Context: an optimization exercise on an open-source flow, tuned for small area and a short achievable clock period. The choices shown serve that exercise and are no tape-out recipe.

## run 1
Design gcd_top, start of the top module:
module gcd_top
#(
    parameter DATA_WIDTH = 16,
    parameter PIPELINE_DEPTH = 31
)(
    input wire                          Clk,
    input wire                          Reset,
    input wire                          Start,
    input wire  signed [DATA_WIDTH-1:0] A,
    input wire  signed [DATA_WIDTH-1:0] B,
    output wire signed [DATA_WIDTH-1:0] Result,
    output wire                         Done
);
wire [14:0] x0;
wire [14:0] y0;
wire [3:0] k0;
wire [14:0] x1;
wire [13:0] y1;
wire [3:0] k1;
wire [14:0] x2;
wire [13:0] y2;
wire [3:0] k2;
wire [14:0] x3;
wire [13:0] y3;
wire [3:0] k3;
wire [14:0] x4;
wire [13:0] y4;
wire [3:0] k4;
wire [14:0] x5;
wire [13:0] y5;
wire [3:0] k5;
wire [14:0] x6;
wire [13:0] y6;
wire [3:0] k6;
wire [14:0] x7;
wire [13:0] y7;
wire [3:0] k7;
wire [14:0] x8;
wire [13:0] y8;
wire [3:0] k8;
wire [14:0] x9;
wire [13:0] y9;
wire [3:0] k9;
wire [14:0] x10;
wire [13:0] y10;
wire [3:0] k10;
wire [14:0] x11;
wire [13:0] y11;
wire [3:0] k11;
wire [14:0] x12;
wire [13:0] y12;
wire [3:0] k12;
wire [14:0] x13;
wire [13:0] y13;
wire [3:0] k13;
wire [14:0] x14;
wire [13:0] y14;
wire [3:0] k14;
wire [14:0] x15;
wire [13:0] y15;
wire [3:0] k15;
wire [14:0] x16;
wire [12:0] y16;
wire [3:0] k16;
wire [14:0] x17;
wire [11:0] y17;
wire [3:0] k17;
wire [14:0] x18;
wire [10:0] y18;
wire [3:0] k18;
wire [14:0] x19;
wire [9:0] y19;
wire [3:0] k19;
  ...
Size: roughly 7200 cells after synthesis, about 0.060 sq mm of cells after synthesis.
Settings: LEC_CHECK=0, ABC_AREA=1, CAP_MARGIN=20, CORE_MARGIN=2, CORE_UTILIZATION=60, PLACE_DENSITY=0.7, SETUP_SLACK_MARGIN=1.9, SLEW_MARGIN=20; clock period 4.5 ns.
run.sh (not shown) runs the stock make flow with config.mk's settings and CLKGATE_MAP_FILE= SYNTH_SCRIPT=/design/flow/synth_recipe.tcl, a recipe that flattens the netlist after the stock synthesis.
Changes in run 2 relative to run 1:
Settings: SETUP_SLACK_MARGIN changed from 1.9 to 2.3.
==> run summary <==
The final layout from run 2, which completed every stage, passed the timing, design-rule and antenna checks at the end of the flow. Going from run 1 to run 2, cell count has increased, area of combinational cells with multiple inputs has increased, final core utilization has increased. The hold slack of run 2 was inferior to that of run 1. Start point of the critical path = output_inst.Pout[10]$_DFFE_PN0P_: run 1; start point of the critical path = step11.Xout[8]$_DFFE_PP_: run 2. Looking at number of global-route vias before repair, run 2 sits about 12% above run 1. Taking run 1 as the reference, in run 2 transition at the pin with the smallest max-transition slack saw a decrease, max-slew headroom at the worst pin has increased, sequential cell area in the final layout ~0 delta, number of cells on the critical path rose by 11. Number of post-CTS setup repair buffers: run 2 vs run 1 up 323.
### run 2 -> run 3
Settings: SETUP_SLACK_MARGIN now 1.2, was 2.3.
- Run comparison: run 2 capture point of the critical path step12.Yout[9]$_DFFE_PP_; run 3 capture point of the critical path step7.Xout[9]$_DFFE_PP_
- Relative to run 2, sequential share of layout area has increased by 9.4 points in run 3.
- Sort run 2 and run 3 by worst setup slack, ascending, and run 3 comes first.
- Re worst path arrival time: run 3 is 0.42 ns up on run 2.
diff inputs: run 3 => run 4
Settings: SETUP_SLACK_MARGIN changed from 1.2 to 2.05.
## What came out
Of run 3 and run 4, the lower count of vias placed by the detailed router belongs to run 3. Higher area growth from synthesis to layout goes to run 4 over run 3. Going from run 3 to run 4, number of global-route vias before repair picked up an extra 1.2%; transition time at the pin with the least slew margin picked up an extra 0.029 ns; portion of the clock cycle consumed by the worst path in the final layout lost 12 points; clock period minus final worst setup slack lost 0.53 ns; width of the chip neither gained nor lost much. Diff run 3 and run 4: global-route usage higher in run 4. Looking at setup slack across run 3 and run 4, the one that comes out lower is run 3. Summary: with run 3 as the reference, vias per cell in run 4 moved up slightly. In the final design statistics, run 4 uses more standard cells in total than run 3.
Function was not checked in any run of this note: the RTL went through the layout flow alone.

## port drivers added, routing unchanged
In the flow no input, the clock included, has a driving cell. The finished layouts below were timed again as built, in two steps.
Step 1, drivers: a clkbuf_16 drives Clk and a buf_2 each remaining input, both assumed.
Step 2, shift: input delay + t, output delay - t, t = (earliest + latest rising clock arrival at the registers) / 2. This alone moves slack from input paths to output paths.
Slacks: ideal / step 1 / step 2; pairs: ideal / step 1.
| run | t (ns) | setup WS [ns] | worst setup path after step 2 | clock arrival spread, ns | pins driven straight from the clock port |
|---|---|---|---|---|---|
| run 1 | 0.758 | 2.011 / 1.937 / 1.548 | input to register | 0.038 / 0.038 | 1 |
| run 2 | 0.780 | 2.011 / 2.011 / 1.585 | input to register | 0.039 / 0.039 | 1 |
| run 3 | 0.760 | 1.543 / 1.543 / 1.543 | register to register | 0.039 / 0.039 | 1 |
| run 4 | 0.764 | 2.072 / 2.072 / 1.543 | input to register | 0.036 / 0.036 | 1 |
After both steps every run listed still meets setup and hold. The setup slack of run 4, which loses most, moves by 0.000 ns with the drivers and by -0.529 ns with both steps.
